This design comes from an exercise in tuning for small area on the open sky130 flow, not from production work.
In this exercise RTL edits were held to simulation tests only and were not proved equivalent to the original.
Power figures rest on the tool's default switching activity, not on a simulated workload.

==> flow/design.v <==
module IPF ( clk, reset, in_en, din, ipf_type, ipf_band_pos, ipf_wo_class, ipf_offset, lcu_x, lcu_y, lcu_size, busy, out_en, dout, dout_addr, finish);
    input   clk;
    input   reset;
    input   in_en;
    input   [7:0]  din;
    input   [1:0]  ipf_type;
    input   [4:0]  ipf_band_pos;
    input          ipf_wo_class;
    input   [15:0] ipf_offset;
    input   [2:0]  lcu_x;
    input   [2:0]  lcu_y;
    input   [1:0]  lcu_size;
    output busy;
    output finish;
    output out_en;
    output [7:0] dout;
    output [13:0] dout_addr;
    reg [1:0] size;
    always @(posedge clk) size <= lcu_size;
    wire s16 = ~(size[1] | size[0]);     
    wire s32 = size[0];
    reg [6:0] ox, oy;
    reg started, fin;
    wire [6:0] mask = s16 ? 7'h0f : s32 ? 7'h1f : 7'h3f;
    wire col_end  = &(ox | ~mask);
    wire col_zero = ~(|(ox & mask));
    wire row_end  = &(oy | ~mask);
    wire row_pen  = &(oy | ~mask | 7'd1) & ~oy[0];
    wire row_zero = ~(|(oy & mask));
    wire n_col_zero = col_end;
    wire n_col_one  = col_zero;
    wire n_row_end  = col_end ? row_pen : row_end;
    wire n_row_zero = col_end ? row_end : row_zero;
    wire new_lcu = started & row_end & col_end;
    wire [6:0] lx = s16 ? {lcu_x, 4'd0} : s32 ? {lcu_x[1:0], 5'd0} : {lcu_x[0], 6'd0};
    wire [6:0] ly = s16 ? {lcu_y, 4'd0} : s32 ? {lcu_y[1:0], 5'd0} : {lcu_y[0], 6'd0};
    wire [6:0] ox_inc = ox + 7'd1;
    wire [6:0] oy_inc = oy + 7'd1;
    always @(posedge clk or posedge reset) begin
        if (reset) begin
            ox <= 7'd0;
            oy <= 7'h7f;
            started <= 1'b0;
            fin <= 1'b0;
        end
        else begin
            started <= started | in_en;
            if (started) ox <= (ox_inc & mask) | ((new_lcu ? lx : ox) & ~mask);
            if (started & col_end) oy <= (oy_inc & mask) | ((new_lcu ? ly : oy) & ~mask);
            if (~in_en & started & row_end & col_end) fin <= 1'b1;
        end
    end
    assign finish = fin;
    assign busy = fin;
    assign out_en = 1'b1;
    assign dout_addr = {oy, ox};
    wire [4:0] band = din[7:3];
    wire [4:0] bd = band - ipf_band_pos;
    wire prot = (bd == 5'd0) | (bd == 5'd31) | ((bd == 5'd1) & ~(&ipf_band_pos));
    reg [7:0] r0, r1;                  
    reg [7:0] la [1:63];               
    reg [7:0] lb [1:64];               
    wire [7:0] c = s16 ? la[15] : s32 ? la[31] : la[63];    
    wire [7:0] a = s16 ? lb[16] : s32 ? lb[32] : lb[64];    
    wire [7:0] ea = ipf_wo_class ? a : r1;
    wire [7:0] ec = ipf_type[0] ? din : ipf_wo_class ? c : r0;
    wire [7:0] eb = din;
    function carry8;
        input [7:0] x, y;
        input cin;
        integer k;
        begin
            carry8 = cin;
            for (k = 0; k < 8; k = k + 1)
                carry8 = (x[k] & y[k]) | (carry8 & (x[k] | y[k]));
        end
    endfunction
    wire [8:0] esum = ea + eb;
    wire [7:0] em = esum[8:1];
    wire c_lt_m = carry8(em, ~ec, 1'b0);      
    wire c_gt_m = carry8(ec, ~em, 1'b0);      
    wire ua = carry8(ea, ~ec, c_gt_m);
    wire ub = carry8(eb, ~ec, c_gt_m);
    reg [3:0] eoff;
    always @(*) begin
        if (ipf_type[0])
            case (band[1:0])
                2'd0: eoff = ipf_offset[15:12];
                2'd1: eoff = ipf_offset[11:8];
                2'd2: eoff = ipf_offset[7:4];
                default: eoff = ipf_offset[3:0];
            endcase
        else if (c_lt_m & ua & ub)   eoff = ipf_offset[15:12];
        else if (c_gt_m & ~ua & ~ub) eoff = ipf_offset[3:0];
        else if (c_lt_m)             eoff = ipf_offset[11:8];
        else if (c_gt_m)             eoff = ipf_offset[7:4];
        else                         eoff = 4'd0;
    end
    wire [8:0] esum9 = {1'b0, ec} + {1'b0, {4{eoff[3]}}, eoff};
    wire [7:0] eout = esum9[7:0];
    wire [7:0] bsat = (esum9[8] ^ eoff[3]) ? {8{~eoff[3]}} : eout;
    wire [7:0] bout = (ipf_type[0] & ~prot) ? bsat : din;
    wire eo = ipf_type[1];               
    wire h_act = eo & ~ipf_wo_class & ~n_col_zero & ~n_col_one;
    wire v_act = eo & ipf_wo_class & ~n_row_end & ~n_row_zero;
    reg [7:0] dout_r;
    assign dout = dout_r;
    integer i;
    always @(posedge clk) begin
        dout_r <= v_act ? eout : c;
        r0 <= bout;
        r1 <= r0;
        la[1] <= h_act ? eout : r0;
        for (i = 2; i <= 63; i = i + 1) la[i] <= la[i-1];
        lb[1] <= c;
        for (i = 2; i <= 64; i = i + 1) lb[i] <= lb[i-1];
    end
endmodule
export LEC_CHECK = 0
export ABC_AREA = 1
export CAP_MARGIN = 20
export CORE_MARGIN = 2
export CORE_UTILIZATION = 70
export CTS_BUF_LIST = sky130_fd_sc_hd__clkbuf_4
export CTS_CLUSTER_DIAMETER = 30
export CTS_CLUSTER_SIZE = 10
export PLACE_DENSITY = 0.8
export SLEW_MARGIN = 20
create_clock -name core_clock -period 10.0 [get_ports {clk}]
standard.sh (not shown) runs the stock make flow with config.mk's settings and CLKGATE_MAP_FILE= SYNTH_SCRIPT=/design/flow/synth_recipe.tcl, a recipe that flattens the netlist after the stock synthesis.
==> flow/flow/run.sh <==
#!/bin/bash
# Layout flow: the standard flow (standard.sh) with these changes:
#  - after the standard synthesis, its combinational logic is re-mapped by
#    ABC (flow/remap.tcl) with sixteen random seeds of &deepsyn, and the
#    smallest result is used; the flip-flops are left as they are and
#    checked to be identical, else the standard netlist is kept;
#  - the port buffers use the smallest buffer cell (buf_1);
#  - clock tree synthesis inserts no dummy loads.
# Each tool's output goes to a log file in this folder; ORFS also keeps its
# per-step logs under orfs/logs.
set -euo pipefail
export BUFFER_PORTS_ARGS="-buffer_cell sky130_fd_sc_hd__buf_1"
export CTS_ARGS="-sink_clustering_enable -repair_clock_nets -sink_clustering_size 10 -sink_clustering_max_diameter 30 -buf_list {sky130_fd_sc_hd__clkbuf_4} -dont_use_dummy_load"

bash standard.sh synth > synth.log 2>&1

res=orfs/results/$FLOW_PLATFORM/IPF/base
cp $res/1_2_yosys.v standard_synth.v

flops() { grep -oE '^ *sky130_fd_sc_hd__(df|ed|sd)[a-z0-9_]+ [^ ]+' "$1" | sort; }
nflops=$(flops standard_synth.v | wc -l)

# re-map with seeds 0..15, four at a time
for batch in "0 1 2 3" "4 5 6 7" "8 9 10 11" "12 13 14 15"; do
  for s in $batch; do
    ABC_SEED=$s IN_V=standard_synth.v OUT_V=remap_$s.v timeout 1200 yosys -c flow/remap.tcl > remap_$s.log 2>&1 &
  done
  wait || true
done

best=""; best_area=""
for s in $(seq 0 15); do
  [ -s remap_$s.v ] && [ -s remap_$s.v.stat ] || continue
  [ "$nflops" -gt 0 ] && cmp -s <(flops standard_synth.v) <(flops remap_$s.v) || continue
  area=$(grep "Chip area" remap_$s.v.stat | awk '{print $NF}')
  if [ -z "$best" ] || awk "BEGIN{exit !($area < $best_area)}"; then best=$s; best_area=$area; fi
done

if [ -n "$best" ]; then
  echo "re-mapped netlist of seed $best used (cell area $best_area); flip-flops identical: $nflops" > remap_check.log
  cp remap_$best.v $res/1_2_yosys.v
  touch $res/1_2_yosys.v
else
  echo "re-mapping failed or changed flip-flops; standard netlist kept" > remap_check.log
fi

bash standard.sh > flow.log 2>&1
Other scripts of this flow, unchanged in this note and not shown: flow/flow/remap.tcl
Next try:
--- a/flow/flow/run.sh
+++ b/flow/flow/run.sh
@@ -3,3 +3,3 @@
 #  - after the standard synthesis, its combinational logic is re-mapped by
-#    ABC (flow/remap.tcl) with sixteen random seeds of &deepsyn, and the
+#    ABC (flow/remap.tcl) with a few random seeds of &deepsyn, and the
 #    smallest result is used; the flip-flops are left as they are and
@@ -22,4 +22,4 @@
 
-# re-map with seeds 0..15, four at a time
-for batch in "0 1 2 3" "4 5 6 7" "8 9 10 11" "12 13 14 15"; do
+# re-map with seeds 0..7, four at a time
+for batch in "0 1 2 3" "4 5 6 7"; do
   for s in $batch; do
@@ -31,3 +31,3 @@
 best=""; best_area=""
-for s in $(seq 0 15); do
+for s in 0 1 2 3 4 5 6 7; do
   [ -s remap_$s.v ] && [ -s remap_$s.v.stat ] || continue
--- a/flow/config.mk
+++ b/flow/config.mk
@@ -14,2 +14,3 @@
 export CTS_CLUSTER_SIZE = 10
+export GPL_TIMING_DRIVEN = 0
 export PLACE_DENSITY = 0.8
The changed run completed with no timing, DRC or antenna violations.
Routed wire length increases by 1.5%.
Final area is about the same.
Setup slack gets worse by 270 ps.
Next try:
--- a/flow/flow/run.sh
+++ b/flow/flow/run.sh
@@ -12,3 +12,3 @@
 export BUFFER_PORTS_ARGS="-buffer_cell sky130_fd_sc_hd__buf_1"
-export CTS_ARGS="-sink_clustering_enable -repair_clock_nets -sink_clustering_size 10 -sink_clustering_max_diameter 30 -buf_list {sky130_fd_sc_hd__clkbuf_4} -dont_use_dummy_load"
+export CTS_ARGS="-sink_clustering_enable -repair_clock_nets -sink_clustering_size 12 -sink_clustering_max_diameter 26 -buf_list {sky130_fd_sc_hd__clkbuf_4} -dont_use_dummy_load"
 
--- a/flow/config.mk
+++ b/flow/config.mk
@@ -14,3 +14,2 @@
 export CTS_CLUSTER_SIZE = 10
-export GPL_TIMING_DRIVEN = 0
 export PLACE_DENSITY = 0.8
=>
- via count rises by 1.3%
- power rises by 0.42%
- cell area went up by 0.33%
- wire length decreases by 1.6%
- clock power grows by about 2%
- worst setup slack gains 220 ps
- area after synthesis stays the same
- synthesized cell count does not change
Next try:
--- a/flow/flow/run.sh
+++ b/flow/flow/run.sh
@@ -12,3 +12,3 @@
 export BUFFER_PORTS_ARGS="-buffer_cell sky130_fd_sc_hd__buf_1"
-export CTS_ARGS="-sink_clustering_enable -repair_clock_nets -sink_clustering_size 12 -sink_clustering_max_diameter 26 -buf_list {sky130_fd_sc_hd__clkbuf_4} -dont_use_dummy_load"
+export CTS_ARGS="-sink_clustering_enable -repair_clock_nets -sink_clustering_size 10 -sink_clustering_max_diameter 30 -buf_list {sky130_fd_sc_hd__clkbuf_4} -dont_use_dummy_load"
 
--- a/flow/config.mk
+++ b/flow/config.mk
@@ -10,3 +10,3 @@
 export CORE_MARGIN = 2
-export CORE_UTILIZATION = 70
+export CORE_UTILIZATION = 60
 export CTS_BUF_LIST = sky130_fd_sc_hd__clkbuf_4
@@ -14,3 +14,3 @@
 export CTS_CLUSTER_SIZE = 10
-export PLACE_DENSITY = 0.8
+export PLACE_DENSITY = 0.65
 export SLEW_MARGIN = 20
After rerunning:
- final area climbs slightly
- power stays flat
- clock power hardly moves
- die area climbs by about a fifth
- critical path depth drops by 1
- count of clock-buffer cells in the layout climbs by 2
- maximum frequency climbs slightly
- utilization drops by 11 points
- worst setup slack gets better by 89 ps

==> static timing again, ports no longer ideal <==
In the flow no input, the clock included, has a driving cell. The finished layouts below were timed again as built, in two steps. Step 1: set_driving_cell puts a clkbuf_16 on clk and a buf_2 on each other input, an assumption about the parent block. Step 2 adds t to the input delays and takes it off the output delays; t is the mean of the earliest and latest rising clock arrival at the registers after step 1. Input paths then give back, and output paths get back, about the clock's delay inside the block. a / b / c = ideal ports / drivers / drivers and shift; a / b = the first two.
run	t (ns)	setup slack, ns	clock arrival spread, ns	pins driven straight from the clock port
the first run	0.806	0.793 / 0.779 / -0.027	0.095 / 0.095	1
the second run	0.770	0.519 / 0.510 / -0.260	0.106 / 0.106	1
the third run	0.811	0.740 / 0.722 / -0.089	0.106 / 0.106	1
the fourth run	0.808	0.829 / 0.761 / -0.047	0.076 / 0.075	1
Met with ideal ports but missed after step 2: setup timing in every run listed. For the fourth run, which loses most, drivers alone change the setup slack by -0.068 ns; drivers and shift together by -0.876 ns.
